Background: an optimization exercise with open tools, aiming at small area, a short achievable clock period and few clock cycles. Do not read the settings as production practice.
At most, simulation tests tie the RTL to the original design; equivalence was not proved.

Design Mips_Top, start of the top module:
module Mips_Top (
  input     wire              CLK,
  input     wire              RST,
  output    wire    [31:0]    PC,
  input     wire    [31:0]    Instr,
  output    wire    [31:0]    DataAddr,
  output    wire    [31:0]    WriteData,
  output    wire              MemWrite,
  input     wire    [31:0]    ReadData);
export LEC_CHECK = 0
export CAP_MARGIN = 20
export CORE_MARGIN = 2
export CORE_UTILIZATION = 40
export CTS_CLUSTER_DIAMETER = 100
export CTS_CLUSTER_SIZE = 25
export SLEW_MARGIN = 20
create_clock -name core_clock -period 24.0 [get_ports {CLK}]
standard.sh (not shown) runs the stock make flow with config.mk's settings and CLKGATE_MAP_FILE= SYNTH_SCRIPT=/design/flow/synth_recipe.tcl, a recipe that flattens the netlist after the stock synthesis.
==> flow/flow/run.sh <==
#!/bin/bash
# The standard ORFS layout (standard.sh), in two calls:
#  1. synthesis and floorplan with no setup margin, so the floorplan's
#     timing repair (which sees no wires yet) leaves the netlist alone;
#  2. the rest, with repair_timing asked for a setup slack margin, so the
#     placed design is repaired towards a shorter achieved period.
# The design is laid out and signed off at the design's clock and
# constraints throughout.
set -euo pipefail
bash standard.sh SETUP_SLACK_MARGIN=0 floorplan > standard_floorplan.log 2>&1
bash standard.sh SETUP_SLACK_MARGIN=17.9 finish > standard.log 2>&1
Testbench counts at the start, summed over its fixed seeds: cycles 35,985.
Edit:
--- a/flow/design.v
+++ b/flow/design.v
@@ -1039,15 +1039,15 @@
   reg         e_fam, e_faw, e_fbm, e_fbw;    
   reg         m_valid;
   reg         m_we, m_lw, m_mul;
   reg  [4:0]  m_dst;
   reg  [31:0] m_alu, m_c;
   reg  [15:0] m_ah;
   reg  [16:0] m_bh;
-  reg  [31:0] da_q, wd_q;
+  reg  [31:0] wd_q;
   reg         mw_q;
   reg         w_valid;
   reg  [4:0]  w_dst;
   reg  [31:0] w_data;
   wire        m_wen;           
   wire [31:0] m_res;           
   wire [31:0] rf_rd1, rf_rd2;
@@ -1111,15 +1111,15 @@
   wire [29:0] e_tgt   = pc_q[31:2] + {{14{e_immv[15]}}, e_immv};
   wire [31:0] mul_s2, mul_c2;
   Mul_CSA2 U_Mul_CSA2 (.S(m_alu), .C(m_c), .A(m_ah), .B(m_bh), .S2(mul_s2), .C2(mul_c2));
   wire [31:0] mulres = mul_s2 + mul_c2;
   assign m_res = m_lw ? ReadData : (m_mul ? mulres : m_alu);
   assign m_wen = m_valid & m_we;
   assign PC        = pc_q;
-  assign DataAddr  = da_q;
+  assign DataAddr  = m_alu;      
   assign WriteData = wd_q;
   assign MemWrite  = mw_q;
   wire [31:0] pc4   = pc_q + 32'd4;
   wire [29:0] f_btg   = {pc4[31:7], f_blo[4:0]};
   wire        s_e  = RST & e_taken;
   wire        s_h  = RST & ~e_taken & f_stall;
   wire        s_j  = RST & ~e_taken & ~f_stall & f_isj;
@@ -1168,14 +1168,13 @@
     e_fbm  <= e_valid & e_we & ~e_lw & ~e_mul & (f_rt == e_dst);
     e_faw  <= m_wen & (f_rs == m_dst);
     e_fbw  <= m_wen & (f_rt == m_dst);
     m_we   <= e_we;
     m_dst  <= e_dst;
     m_c    <= mul_c;
     m_ah   <= srcA[15:0];
-    m_bh   <= srcB[31:15];      
-    da_q   <= sum[31:0];
+    m_bh   <= rtv[31:15];
     wd_q   <= rtv;
     w_dst  <= m_dst;
     w_data <= m_res;
   end
 endmodule
The new run finished with timing, DRC and antenna clean.
Core utilization is higher by 1.0 points.
Final cell count is higher by about 0.47%.
Non-clock buffer count is higher by 105.
Critical path depth is lower by 8.
First-iteration DRC count is lower by 2.1%.
Worst setup slack is worse by 0.034 ns.
Routed wire length is higher by 0.30%.
Via count is higher by about 1.1%.
Clock skew is higher by 0.0047 ns.
Global-route usage is lower by 0.52 points.
Final area is higher by 0.70%.
Sequential share of layout area is lower by 1.4 points.
Only the layout flow was run in the second run of this note; the RTL was not checked for function there.

Mips_Top, a different RTL version from the one above (not shown whole).
For scale: roughly 5900 cells after synthesis, ~1400 flip-flops, ~71000 um2 of cells after synthesis.
## Mips_Top
module Mips_Top (
  input     wire              CLK,
  input     wire              RST,
  output    wire    [31:0]    PC,
  input     wire    [31:0]    Instr,
  output    wire    [31:0]    DataAddr,
  output    wire    [31:0]    WriteData,
  output    wire              MemWrite,
  input     wire    [31:0]    ReadData);
  localparam [5:0] OP_R    = 6'b000000;
  localparam [5:0] OP_ADDI = 6'b001000;
  localparam [5:0] OP_LW   = 6'b100011;
  localparam [5:0] OP_SW   = 6'b101011;
  localparam [5:0] OP_BEQ  = 6'b000100;
  localparam [5:0] OP_J    = 6'b000010;
  localparam [2:0] ALU_ADD = 3'd0;
  localparam [2:0] ALU_SUB = 3'd1;
  localparam [2:0] ALU_AND = 3'd2;
  localparam [2:0] ALU_OR  = 3'd3;
  localparam [2:0] ALU_SLT = 3'd4;
  localparam [2:0] ALU_MUL = 3'd5;
  reg  [31:0] pc_q;
  reg         e_valid;
  reg         e_we, e_lw, e_sw, e_beq, e_mul, e_imm;
  reg  [2:0]  e_op;
  reg  [4:0]  e_dst;
  reg  [15:0] e_immv;
  reg  [31:0] e_A, e_B;
  reg         e_fam, e_faw, e_fbm, e_fbw;    
  reg         m_valid;
  reg         m_we, m_lw, m_mul;
  reg  [4:0]  m_dst;
  reg  [31:0] m_alu, m_c;
  reg  [15:0] m_ah;
  reg  [16:0] m_bh;
  reg  [31:0] da_q, wd_q;
  reg         mw_q;
  reg         w_valid;
  reg  [4:0]  w_dst;
  reg  [31:0] w_data;
  wire [31:0] rf_rd1, rf_rd2;
  Register_File U_Register_File (
    .CLK(CLK), .RST(RST),
    .RA1(Instr[25:21]), .RA2(Instr[20:16]),
    .WE(m_wen), .WA(m_dst), .WD(m_res),
    .RD1(rf_rd1), .RD2(rf_rd2));
  wire [5:0]  f_op  = Instr[31:26];
  wire [4:0]  f_rs  = Instr[25:21];
  wire [4:0]  f_rt  = Instr[20:16];
  wire [4:0]  f_rd  = Instr[15:11];
  wire [5:0]  f_fn  = Instr[5:0];
  wire f_isr    = (f_op == OP_R);
  wire f_isaddi = (f_op == OP_ADDI);
  wire f_islw   = (f_op == OP_LW);
  wire f_issw   = (f_op == OP_SW);
  wire f_isbeq  = (f_op == OP_BEQ);
  wire f_isj    = (f_op == OP_J);
  wire [5:0] f_blo = {1'b0, pc_q[6:2]} + 6'd1 + {1'b0, Instr[4:0]};
  ...
==> flow/config.mk <==
export PLATFORM = sky130hd
export DESIGN_NAME = Mips_Top
export DESIGN_NICKNAME = Mips_Top
export VERILOG_FILES = /design/flow/design.v
export SDC_FILE = /design/flow/constraint.sdc
export NUM_CORES = 8
export LEC_CHECK = 0
export CAP_MARGIN = 20
export CORE_MARGIN = 2
export CORE_UTILIZATION = 40
export CTS_CLUSTER_DIAMETER = 100
export CTS_CLUSTER_SIZE = 25
export SLEW_MARGIN = 20
==> flow/constraint.sdc <==
create_clock -name core_clock -period 24.0 [get_ports {CLK}]
set_input_delay 4.8000 -clock core_clock [delete_from_list [all_inputs] [get_ports {CLK}]]
set_output_delay 4.8000 -clock core_clock [all_outputs]
set_load 0.01 [all_outputs]
Scripts as last shown in full above: flow/flow/run.sh
The first run ran to the end with no violations.
Next try:
--- a/flow/design.v
+++ b/flow/design.v
@@ -1041,20 +1041,22 @@
   reg         m_we, m_lw, m_mul;
   reg  [4:0]  m_dst;
   reg  [31:0] m_alu, m_c;
   reg  [15:0] m_ah;
   reg  [16:0] m_bh;
   reg  [31:0] da_q, wd_q;
   reg         mw_q;
   reg         w_valid;
   reg  [4:0]  w_dst;
   reg  [31:0] w_data;
+  wire        m_wen;           
+  wire [31:0] m_res;           
   wire [31:0] rf_rd1, rf_rd2;
   Register_File U_Register_File (
     .CLK(CLK), .RST(RST),
     .RA1(Instr[25:21]), .RA2(Instr[20:16]),
     .WE(m_wen), .WA(m_dst), .WD(m_res),
     .RD1(rf_rd1), .RD2(rf_rd2));
   wire [5:0]  f_op  = Instr[31:26];
   wire [4:0]  f_rs  = Instr[25:21];
   wire [4:0]  f_rt  = Instr[20:16];
   wire [4:0]  f_rd  = Instr[15:11];
@@ -1062,21 +1064,20 @@
   wire f_isr    = (f_op == OP_R);
   wire f_isaddi = (f_op == OP_ADDI);
   wire f_islw   = (f_op == OP_LW);
   wire f_issw   = (f_op == OP_SW);
   wire f_isbeq  = (f_op == OP_BEQ);
   wire f_isj    = (f_op == OP_J);
   wire [5:0] f_blo = {1'b0, pc_q[6:2]} + 6'd1 + {1'b0, Instr[4:0]};
   wire f_isbu   = f_isbeq & (f_rs == f_rt) & (Instr[15:5] == 11'd0) & ~f_blo[5];
   wire f_isbc   = f_isbeq & ~f_isbu;
   wire f_use_rs = f_isr | f_isaddi | f_islw | f_issw | f_isbc;
-  wire f_use_rt = f_isr | f_issw | f_isbc;
   reg  [2:0] f_aluop;
   always @(*) begin
     f_aluop = ALU_ADD;
     if (f_isr) begin
       case (f_fn)
         6'b100010: f_aluop = ALU_SUB;
         6'b100100: f_aluop = ALU_AND;
         6'b100101: f_aluop = ALU_OR;
         6'b101010: f_aluop = ALU_SLT;
         6'b011100: f_aluop = ALU_MUL;
@@ -1104,22 +1105,22 @@
       ALU_SLT: alu = {31'd0, ltu};
       ALU_MUL: alu = mul_s;
       default: alu = sum[31:0];
     endcase
   end
   wire        e_taken = e_valid & e_beq & (srcA == rtv);
   wire [29:0] e_tgt   = pc_q[31:2] + {{14{e_immv[15]}}, e_immv};
   wire [31:0] mul_s2, mul_c2;
   Mul_CSA2 U_Mul_CSA2 (.S(m_alu), .C(m_c), .A(m_ah), .B(m_bh), .S2(mul_s2), .C2(mul_c2));
   wire [31:0] mulres = mul_s2 + mul_c2;
-  wire [31:0] m_res  = m_lw ? ReadData : (m_mul ? mulres : m_alu);
-  wire        m_wen  = m_valid & m_we;
+  assign m_res = m_lw ? ReadData : (m_mul ? mulres : m_alu);
+  assign m_wen = m_valid & m_we;
   assign PC        = pc_q;
   assign DataAddr  = da_q;
   assign WriteData = wd_q;
   assign MemWrite  = mw_q;
   wire [31:0] pc4   = pc_q + 32'd4;
   wire [29:0] f_btg   = {pc4[31:7], f_blo[4:0]};
   wire        s_e  = RST & e_taken;
   wire        s_h  = RST & ~e_taken & f_stall;
   wire        s_j  = RST & ~e_taken & ~f_stall & f_isj;
   wire        s_b  = RST & ~e_taken & ~f_stall & f_isbu;
@@ -1164,17 +1165,17 @@
     e_A    <= rf_rd1;
     e_B    <= rf_rd2;
     e_fam  <= e_valid & e_we & ~e_lw & ~e_mul & (f_rs == e_dst);
     e_fbm  <= e_valid & e_we & ~e_lw & ~e_mul & (f_rt == e_dst);
     e_faw  <= m_wen & (f_rs == m_dst);
     e_fbw  <= m_wen & (f_rt == m_dst);
     m_we   <= e_we;
     m_dst  <= e_dst;
     m_c    <= mul_c;
     m_ah   <= srcA[15:0];
-    m_bh   <= srcB[31:15];      
+    m_bh   <= rtv[31:15];
     da_q   <= sum[31:0];
     wd_q   <= rtv;
     w_dst  <= m_dst;
     w_data <= m_res;
   end
 endmodule
What happened: Global-route usage is lower by 0.94 points; area after synthesis fell by 0.68%; wire length went down by 2.8%; clock skew shrinks by 0.0078 ns; first-iteration DRC count shrinks by 4.1%.
Testbench counts after the change, summed over its fixed seeds: cycles 35,985.
Function not checked in the first run of this note: the RTL went through the layout flow alone.

## what the ideal ports hide
The results above use ideal ports. As a check the final layouts listed here were re-extracted and re-timed, cells and wires unchanged.
Step 1, drivers: a clkbuf_16 drives CLK and a buf_2 each remaining input, both assumed.
Step 2 adds t to the input delays and takes it off the output delays; t is the mean of the earliest and latest rising clock arrival at the registers after step 1. Input paths then give back, and output paths get back, about the clock's delay inside the block.
Three values: ideal, step 1, step 2; two values: the first two.
run	shift t [ns]	setup slack, ns	latest minus earliest clock arrival (ns)	worst register clock-pin slew, ns	worst slew at a driven data input, ns
the first run of note 1	0.837	17.814 / 17.831 / 16.995	0.062 / 0.063	0.11 / 0.11	0.11
the second run of note 1	0.807	17.780 / 17.689 / 16.950	0.068 / 0.068	0.11 / 0.11	0.19
the first run of note 2	0.837	17.814 / 17.831 / 16.995	0.062 / 0.063	0.11 / 0.11	0.11
the second run of note 2	0.810	17.772 / 17.816 / 17.006	0.055 / 0.055	0.11 / 0.11	0.07
After both steps every run listed still meets setup and hold. For the second run of note 1, which loses most, drivers alone change the setup slack by -0.091 ns; drivers and shift together by -0.830 ns.
